This design comes from an exercise in tuning for small area on the open sky130 flow, not from production work. In this exercise RTL edits were held to simulation tests only and were not proved equivalent to the original. No activity file was given, so power comes from the tool's default toggle rates.

==> 11-05 <==
==> flow/design.v (excerpt) <==
module VerilogFile(
input SW0,
input SW1,
input clock,
input reset,
output IN1,
output IN2,
output IN3,
output IN4,
output PWMA,
output PWMB,
output [15:0] LED,
output[3:0] an,
output[6:0] seg,
input LDistIn,
input RDistIn,
input StrobeIn,
output [1:0]filter_select,
input colorsense,
output [2:0] color_out
);
clock: 10.0 ns
lec_check: 0
cap_margin: 20
core_margin: 2
core_utilization: 40
slew_margin: 20
standard.sh (not shown) runs the stock make flow with config.mk's settings and CLKGATE_MAP_FILE= SYNTH_SCRIPT=/design/flow/synth_recipe.tcl, a recipe that flattens the netlist after the stock synthesis.
==> flow/flow/run.sh <==
#!/bin/bash
# Standard ORFS layout, with: the standard synthesis's combinational logic
# re-mapped by ABC for area (registers untouched), minimum-size port
# buffers, and a clock tree of clkbuf_8 without dummy loads.
set -euo pipefail
F=$(pwd)/flow
R=orfs/results/sky130hd/VerilogFile/base
export LIB=$FLOW_HOME/platforms/sky130hd/lib/sky130_fd_sc_hd__tt_025C_1v80.lib
export BUFFER_PORTS_ARGS="-buffer_cell sky130_fd_sc_hd__buf_1"
export CTS_ARGS="-sink_clustering_enable -repair_clock_nets -dont_use_dummy_load -buf_list sky130_fd_sc_hd__clkbuf_8"
bash standard.sh synth > synth.log 2>&1
cp $R/1_2_yosys.v std_netlist.v
if DONTUSE=$F/dont_use_args.txt IN=std_netlist.v OUT=$(pwd)/remap_netlist.v yosys -c $F/remap.tcl > remap.log 2>&1 \
   && GOLD=std_netlist.v GATE=remap_netlist.v yosys -c $F/eqchk.tcl > eqchk.log 2>&1 \
   && ! grep -q '[:/]' <(grep -o '\\[^ ]*' remap_netlist.v); then
  cp remap_netlist.v $R/1_2_yosys.v
  rm -f $R/1_synth.odb $R/1_synth.sdc
  echo "using re-mapped netlist" > remap_used.txt
else
  echo "using standard netlist" > remap_used.txt
fi
bash standard.sh finish > finish.log 2>&1
==> flow/flow/dont_use_args.txt <==
-dont_use sky130_fd_sc_hd__lpflow_bleeder_1 -dont_use sky130_fd_sc_hd__lpflow_clkbufkapwr_1 -dont_use sky130_fd_sc_hd__lpflow_clkbufkapwr_16 -dont_use sky130_fd_sc_hd__lpflow_clkbufkapwr_2 -dont_use sky130_fd_sc_hd__lpflow_clkbufkapwr_4 -dont_use sky130_fd_sc_hd__lpflow_clkbufkapwr_8 -dont_use sky130_fd_sc_hd__lpflow_clkinvkapwr_1 -dont_use sky130_fd_sc_hd__lpflow_clkinvkapwr_16 -dont_use sky130_fd_sc_hd__lpflow_clkinvkapwr_2 -dont_use sky130_fd_sc_hd__lpflow_clkinvkapwr_4 -dont_use sky130_fd_sc_hd__lpflow_clkinvkapwr_8 -dont_use sky130_fd_sc_hd__lpflow_decapkapwr_12 -dont_use sky130_fd_sc_hd__lpflow_decapkapwr_3 -dont_use sky130_fd_sc_hd__lpflow_decapkapwr_4 -dont_use sky130_fd_sc_hd__lpflow_decapkapwr_6 -dont_use sky130_fd_sc_hd__lpflow_decapkapwr_8 -dont_use sky130_fd_sc_hd__lpflow_inputiso0n_1 -dont_use sky130_fd_sc_hd__lpflow_inputiso0p_1 -dont_use sky130_fd_sc_hd__lpflow_inputiso1n_1 -dont_use sky130_fd_sc_hd__lpflow_inputiso1p_1 -dont_use sky130_fd_sc_hd__lpflow_inputisolatch_1 -dont_use sky130_fd_sc_hd__lpflow_isobufsrc_1 -dont_use sky130_fd_sc_hd__lpflow_isobufsrc_16 -dont_use sky130_fd_sc_hd__lpflow_isobufsrc_2 -dont_use sky130_fd_sc_hd__lpflow_isobufsrc_4 -dont_use sky130_fd_sc_hd__lpflow_isobufsrc_8 -dont_use sky130_fd_sc_hd__lpflow_isobufsrckapwr_16 -dont_use sky130_fd_sc_hd__lpflow_lsbuf_lh_hl_isowell_tap_1 -dont_use sky130_fd_sc_hd__lpflow_lsbuf_lh_hl_isowell_tap_2 -dont_use sky130_fd_sc_hd__lpflow_lsbuf_lh_hl_isowell_tap_4 -dont_use sky130_fd_sc_hd__lpflow_lsbuf_lh_isowell_4 -dont_use sky130_fd_sc_hd__lpflow_lsbuf_lh_isowell_tap_1 -dont_use sky130_fd_sc_hd__lpflow_lsbuf_lh_isowell_tap_2 -dont_use sky130_fd_sc_hd__lpflow_lsbuf_lh_isowell_tap_4 -dont_use sky130_fd_sc_hd__probe_p_8 -dont_use sky130_fd_sc_hd__probec_p_8 
==> flow/flow/eqchk.tcl <==
# Prove the re-mapped netlist equal to the standard one (registers paired by name).
yosys -import
read_liberty -ignore_miss_func $::env(LIB)
read_verilog $::env(GOLD)
rename VerilogFile gold
read_verilog $::env(GATE)
rename VerilogFile gate
flatten
opt_clean
equiv_make gold gate equiv
hierarchy -top equiv
equiv_simple -seq 2
equiv_status -assert
==> flow/flow/remap.tcl <==
# Re-map the combinational logic of the standard synthesis netlist for area.
# Flip-flop instances (names and cell types) and ports are kept as they are.
yosys -import
set lib $::env(LIB)
set du [split [string trim [exec cat $::env(DONTUSE)]] " "]
read_liberty -ignore_miss_func $lib
read_verilog $::env(IN)
hierarchy -top VerilogFile
foreach c {dfxtp_1 edfxtp_1 conb_1} { catch { setattr -mod -set keep_hierarchy 1 sky130_fd_sc_hd__$c } }
flatten
opt_clean -purge
abc -liberty $lib {*}$du -script "+strash;&get,-n;&dch,-f;&nf,-a,-R,1000;&put;topo"
opt_clean -purge
setundef -zero
hilomap -singleton -hicell sky130_fd_sc_hd__conb_1 HI -locell sky130_fd_sc_hd__conb_1 LO
splitnets
opt_clean -purge
tee -o $::env(OUT).stat stat -liberty $lib
select VerilogFile
write_verilog -noattr -nohex -nodec -selected $::env(OUT)
==> 06-26 (differences from 11-05) <==
==> flow/run.sh (new file) <==
#!/bin/bash
# synth_recipe.tcl (not shown) runs the flow's synth.tcl, then flattens the netlist and writes it again
# the make line also repeats each setting of config.mk as NAME=value (left out here)
make -C /OpenROAD-flow-scripts/flow DESIGN_CONFIG=/design/flow/config.mk WORK_HOME=/design/flow/orfs CLKGATE_MAP_FILE= SYNTH_SCRIPT=/design/flow/synth_recipe.tcl finish
removed: flow/flow/run.sh
removed: flow/flow/dont_use_args.txt
removed: flow/flow/eqchk.tcl
removed: flow/flow/remap.tcl
removed: flow/standard.sh
==> results.txt <==
metric                                                                                                      11-05                     06-26
Status                                                                           no timing/DRC/antenna violations  no timing/DRC/antenna violations
Clock network fraction of total power                                                                       31.5%                     47.5%
Layout Skew                                                                                             0.0194 ns                0.00915 ns
Biggest power consumer among the groups                                                          sequential cells                     clock
Peak supply drop                                                                                          84.3 uV                    122 uV
Number of global-route vias before repair                                                                    4619                      4801
Fmax achieved                                                                                             253 MHz                   232 MHz
Switching Share                                                                                             23.2%                     23.3%
Clock transition at the register clock pins on the worst setup and hold paths after CTS                   0.08 ns                   0.06 ns
Arrival time of the worst setup path                                                                      1.96 ns                   2.32 ns
Final Routed Wirelength                                                                                   12.4 mm                   12.9 mm
Met1 global-route usage                                                                                     18.4%                     19.3%
Post-placement worst setup slack                                                                          5.56 ns                   5.28 ns
Clock buffers                                                                                                  17                        18
Routed via count divided by cell count                                                                       5.11                      5.17
Hold Crit Start                                                                          u4.u_dr.tc[5]$_SDFF_PP0_  u4.u_co.cw[0]$_SDFF_PP1_
Clock net power                                                                                          0.333 mW                  0.663 mW
Flop pwr share                                                                                              61.4%                     46.4%
CP max stage cell                                                                                         dfxtp_1           clkdlybuf4s50_1
Share of the clock period used by the worst path after layout                                               39.6%                     43.2%
Filler Cells Inserted                                                                                        1609                      1507
Power density over the cells                                                                           148 nW/um2                181 nW/um2
Area overhead of the layout relative to synthesis                                                           7.20%                     16.0%
Hold Crit Endpoint                                                                       u4.u_dr.tc[6]$_SDFF_PP1_  u4.u_co.cw[1]$_SDFF_PP1_

---

==> job 4256 <==
==> flow/design.v <==
module StateMain(
     input clock,
     input reset,
     input StrobeIn,
     input LDistIn,
     input RDistIn,
     output [15:0] LED,
     output IN1,
     output IN2,
     output IN3,
     output IN4,
     output PWM,
     input colorsense,
     output reg [1:0] filter_select,
     output [2:0] color_out,
     output [3:0] an,
     output [6:0] seg
     );
reg [10:0] bt;
wire bt_end = bt[10] & bt[9] & bt[8] & bt[7] & bt[6] & bt[4] & bt[0];  
reg [9:0] morse;
wire [10:0] mnext = {morse, StrobeIn};
reg [1:0] strobe;    
reg       cmd_seen;  
always @(posedge clock) begin
    if (reset | bt_end) bt <= (reset ? 11'd1001 : 11'd0);
    else bt <= bt + 11'd1;
end
wire m_stop   = (mnext == 11'b10101000000);
wire m_pause  = (mnext == 11'b10111011101);
wire m_go     = (mnext == 11'b11101110100);
wire m_resume = (mnext == 11'b10111010000);
wire m_any = m_stop | m_pause | m_go | m_resume;
always @(posedge clock) begin
    if (reset) begin
        morse <= 10'd0;
        strobe <= 2'b10;
        cmd_seen <= 1'b0;
    end else if (bt_end) begin
        morse <= m_any ? 10'd0 : mnext[9:0];
        if (m_any) begin
            strobe <= {m_go | m_resume, m_pause | m_resume};
            cmd_seen <= 1'b1;
        end
    end
end
localparam S0 = 3'd0, S1 = 3'd1, S2 = 3'd2, S3 = 3'd3, S4 = 3'd4;
reg [2:0] state;
localparam OR = 3'd5;
reg [2:0] ostate;
reg [13:0] tc;
wire tc_end = tc[13] & tc[12] & tc[10] & tc[9] & tc[7] & tc[5] & tc[4];  
wire turning = (state == S3) | (state == S4);
always @(posedge clock) begin
    if (reset) begin
        state <= S0;
        ostate <= OR;
    end else case (state)
        S0: if (strobe == 2'b10) state <= S2; else ostate <= S0;
        S1: if (strobe == 2'b11) state <= S2; else ostate <= S1;
        S2: if (strobe == 2'b00) state <= S0;
            else if (strobe == 2'b01) state <= S1;
            else if (LDistIn) state <= S3;
            else if (RDistIn) state <= S4;
            else ostate <= S2;
        default: begin
            ostate <= state;
            if (tc_end) state <= S2;
        end
    endcase
end
always @(posedge clock) begin
    if (reset | ~turning | tc_end) tc <= 14'd0;
    else tc <= tc + 14'd1;
end
assign LED[15] = (ostate == S0);
assign LED[14] = (ostate == S1);
assign LED[13] = (ostate == S2);
assign LED[12] = (ostate == S3);
assign LED[11] = (ostate == S4);
assign LED[10:9] = cmd_seen ? strobe : 2'b00;
assign LED[8:0] = 9'b0;
assign IN1 = (ostate == S0) | (ostate == S1) | (ostate == S2) | (ostate == S4);
assign IN2 = (ostate == S3);
assign IN3 = (ostate == S4);
assign IN4 = (ostate == S0) | (ostate == S1) | (ostate == S2) | (ostate == S3);
reg [1:0] wsel;  
reg [14:0] pc;
reg pwm_r;
wire pc_end = pc[14] & pc[8] & pc[4] & pc[3] & pc[1];  
always @(posedge clock) begin
    if (reset) begin
        wsel <= 2'd0;
        pc <= 15'd0;
        pwm_r <= 1'b0;
    end else begin
        wsel <= (ostate == S2) ? 2'd2 : (ostate == S3 || ostate == S4) ? 2'd1 : 2'd0;
        pc <= pc_end ? 15'd0 : pc + 15'd1;
        pwm_r <= (wsel == 2'd1) ? (pc < 15'd5833) : (wsel == 2'd2) ? (pc < 15'd8333) : 1'b0;
    end
end
assign PWM = pwm_r;
reg sig_dly;
wire pe = colorsense & ~sig_dly;
reg [12:0] cw;           
reg [11:0] fc;           
reg [11:0] rc, bc;       
reg clr_lo;              
reg [1:0] cc;            
wire cw_count = ~(cw[12] & cw[9] & cw[8] & cw[7] & cw[3]);  
wire cw_5001 = ~cw_count & ~cw[1] & cw[0];
wire cw_5002 = ~cw_count & cw[1] & ~cw[0];
wire cw_5003 = ~cw_count & cw[1] & cw[0];
wire decide = cw_5002 & (filter_select == 2'b00);
wire [11:0] g = fc;
wire ground = (rc < 225) && (bc < 225) && clr_lo && (g < 210);
wire gwin = (rc >= 50) && (g + 12'd50 > rc) && (bc >= 25) && (g + 12'd25 > bc);
wire rwin = (rc > bc) && (rc > g);
wire bwin = (bc > rc) && (bc > g);
reg [1:0] cc_new;
always @* begin
    cc_new = cc;
    if (ground) cc_new = 2'd0;
    else if (gwin) begin if (g > 300) cc_new = 2'd3; end
    else if (rwin) begin if (rc > 450 && g < 350 && bc < 350) cc_new = 2'd1; end
    else if (bwin) begin if (bc > 325 && rc < 250) cc_new = 2'd2; end
    else cc_new = 2'd0;
end
always @(posedge clock) begin
    sig_dly <= reset ? 1'b0 : colorsense;
    if (cw == 13'd0) fc <= {11'd0, pe};
    else if (cw_count) fc <= fc + {11'd0, pe};
    if (cw_5001) begin
        if (filter_select == 2'b00) rc <= fc;
        if (filter_select == 2'b01) bc <= fc;
        if (filter_select == 2'b10) clr_lo <= (fc < 450);
    end
    if (reset) begin
        cw <= 13'd0;
        filter_select <= 2'b00;
        cc <= 2'd0;
    end else begin
        cw <= (decide | cw_5003) ? 13'd0 : cw + 13'd1;
        if (cw_5001) filter_select <= filter_select + 2'd1;
        if (decide) cc <= cc_new;
    end
end
assign color_out = {cc == 2'd3, cc == 2'd2, cc == 2'd1};
localparam A0 = 2'd0, A1 = 2'd1, F1 = 2'd2, D2 = 2'd3;
reg [1:0] ds;
reg [14:0] dx;       
reg [1:0] ldc;       
reg [1:0] sel;       
reg [10:0] rcnt;     
reg rflag;           
wire cv = (cc != 2'd0);
wire f_end = dx[10] & dx[9] & dx[8] & dx[7] & dx[6] & dx[4];    
wire d_end = dx[14] & dx[11] & dx[10] & dx[9] & dx[5];          
always @(posedge clock) begin
    rflag <= reset;
    if (reset) begin
        ds <= A0;
        dx <= 15'd0;
        sel <= 2'd0;
        rcnt <= 11'h7ff;
    end else begin
        rcnt <= rcnt + 11'd1;
        sel <= (strobe[1] && ds == D2) ? ldc : 2'd0;
        case (ds)
            A0: begin dx <= 15'd0; if (cv) ds <= F1; end
            A1: if (cv) begin ds <= F1; dx <= 15'd2000; end
            F1: if (f_end) begin
                    dx <= 15'd0;
                    if (cv) begin ds <= D2; ldc <= cc; end
                    else ds <= A0;
                end else dx <= dx + 15'd1;
            D2: if (d_end) begin dx <= 15'd0; ds <= A1; end
                else dx <= dx + 15'd1;
        endcase
    end
end
wire [1:0] rf = rcnt[10:9];
assign an = rflag ? 4'b1111 :
            (rf == 2'd0) ? 4'b0111 : (rf == 2'd1) ? 4'b1011 : (rf == 2'd2) ? 4'b1101 : 4'b1110;
reg [6:0] seg_c;
always @* begin
    case ({sel, rf})
        4'b01_00: seg_c = 7'b0101111;
        4'b01_01: seg_c = 7'b0000110;
        4'b01_10: seg_c = 7'b0100001;
        4'b01_11: seg_c = 7'b1111111;
        4'b10_00: seg_c = 7'b0000011;
        4'b10_01: seg_c = 7'b1000111;
        4'b10_10: seg_c = 7'b1100011;
        4'b10_11: seg_c = 7'b0000110;
        4'b11_00: seg_c = 7'b0010000;
        4'b11_01: seg_c = 7'b0101111;
        4'b11_10: seg_c = 7'b0101011;
        4'b11_11: seg_c = 7'b1111111;
        default:  seg_c = 7'b0000000;
    endcase
end
assign seg = seg_c;
endmodule
module VerilogFile(
input SW0,
input SW1,
input clock,
input reset,
output IN1,
output IN2,
output IN3,
output IN4,
output PWMA,
output PWMB,
output [15:0] LED,
output[3:0] an,
output[6:0] seg,
input LDistIn,
input RDistIn,
input StrobeIn,
output [1:0]filter_select,
input colorsense,
output [2:0] color_out
);
StateMain u4(.clock(clock),.reset(reset),.IN1(IN1),.IN2(IN2),.IN3(IN3),.IN4(IN4),.LDistIn(LDistIn),.RDistIn(RDistIn),.LED(LED),.StrobeIn(StrobeIn),.PWM(PWMA),
.filter_select(filter_select),.colorsense(colorsense),.color_out(color_out),.an(an),.seg(seg));
assign PWMB = PWMA;
endmodule
==> flow/run.sh <==
#!/bin/bash
# synth_recipe.tcl (not shown) runs the flow's synth.tcl, then flattens the netlist and writes it again
# the make line also repeats each setting of config.mk as NAME=value (left out here)
make -C /OpenROAD-flow-scripts/flow DESIGN_CONFIG=/design/flow/config.mk WORK_HOME=/design/flow/orfs CLKGATE_MAP_FILE= SYNTH_SCRIPT=/design/flow/synth_recipe.tcl finish
==> flow/config.mk <==
export PLATFORM = sky130hd
export DESIGN_NAME = VerilogFile
export DESIGN_NICKNAME = VerilogFile
export VERILOG_FILES = /design/flow/design.v
export SDC_FILE = /design/flow/constraint.sdc
export NUM_CORES = 4
export LEC_CHECK = 0
export CAP_MARGIN = 20
export CORE_MARGIN = 2
export CORE_UTILIZATION = 40
export SLEW_MARGIN = 20
==> flow/constraint.sdc <==
create_clock -name core_clock -period 10.0 [get_ports {clock}]
set_input_delay 2.0000 -clock core_clock [delete_from_list [all_inputs] [get_ports {clock}]]
set_output_delay 2.0000 -clock core_clock [all_outputs]
set_load 0.01 [all_outputs]
==> inputs of job 4536, as changes to job 4256 <==
==> flow/flow/run.sh (new file) <==
#!/bin/bash
# Standard layout with minimum-size port buffers and a lighter clock tree.
set -e
export BUFFER_PORTS_ARGS="-buffer_cell sky130_fd_sc_hd__buf_1"
export CTS_ARGS="-sink_clustering_enable -repair_clock_nets -dont_use_dummy_load -buf_list sky130_fd_sc_hd__clkbuf_8"
bash standard.sh > standard.log 2>&1
==> flow/standard.sh (new file) <==
#!/bin/bash
# synth_recipe.tcl (not shown) runs the flow's synth.tcl, then flattens the netlist and writes it again
# the make line also repeats each setting of config.mk as NAME=value (left out here)
make -C /OpenROAD-flow-scripts/flow DESIGN_CONFIG=/design/flow/config.mk WORK_HOME=/design/flow/orfs CLKGATE_MAP_FILE= SYNTH_SCRIPT=/design/flow/synth_recipe.tcl "${@:-finish}"
removed: flow/run.sh
==> impl_metrics.json <==
{
  "switching_share_pct": 25.6,
  "multi_input_area_share_pct": 53.6,
  "crit_arrival_ns": 1.85,
  "outcome": "finished clean",
  "buf_share_pct": 1.56,
  "met2_usage_pct": 27.2,
  "power_per_cell_area_nw_per_um2": 123,
  "cpLargestDelayFamily": "flip-flops"
}
(the above is from job 4536)
==> impl_metrics.json <==
{
  "outcome": "finished clean",
  "met2_usage_pct": 28.7,
  "buf_share_pct": 3.66,
  "crit_arrival_ns": 2.21,
  "switching_share_pct": 25.4
}
(the above is from job 4256)

==> static timing again, ports no longer ideal <==
No port has a modelled driver above. Below, the same layouts with a new extraction and two added sets of constraints.
Step 1 assumes that a clkbuf_16 drives the clock port and a buf_2 every other input.
Step 2, shift: input delay + t, output delay - t, t = (earliest + latest rising clock arrival at the registers) / 2. This alone moves slack from input paths to output paths.
Three values: no drivers, after step 1, after step 2; two values: the first two.
run | shift t [ns] | slack for setup (ns) | hold WS [ns] | slew at the worst register clock pin (ns) | worst data-port slew with drivers (ns)
11-05 | 0.473 | 6.040 / 6.003 / 5.679 | 0.427 / 0.427 / 0.427 | 0.08 / 0.08 | 0.06
06-26 | 0.454 | 5.684 / 5.645 / 5.310 | 0.445 / 0.445 / 0.445 | 0.07 / 0.07 | 0.03
job 4256 | 0.463 | 5.791 / 5.748 / 5.936 | 0.415 / 0.415 / 0.415 | 0.07 / 0.07 | 0.04
job 4536 | 0.460 | 6.151 / 6.115 / 6.285 | 0.414 / 0.414 / 0.414 | 0.08 / 0.08 | 0.04
After both steps setup and hold are still met in every run listed. For 06-26, which loses most, drivers alone change the setup slack by -0.039 ns; drivers and shift together by -0.374 ns.
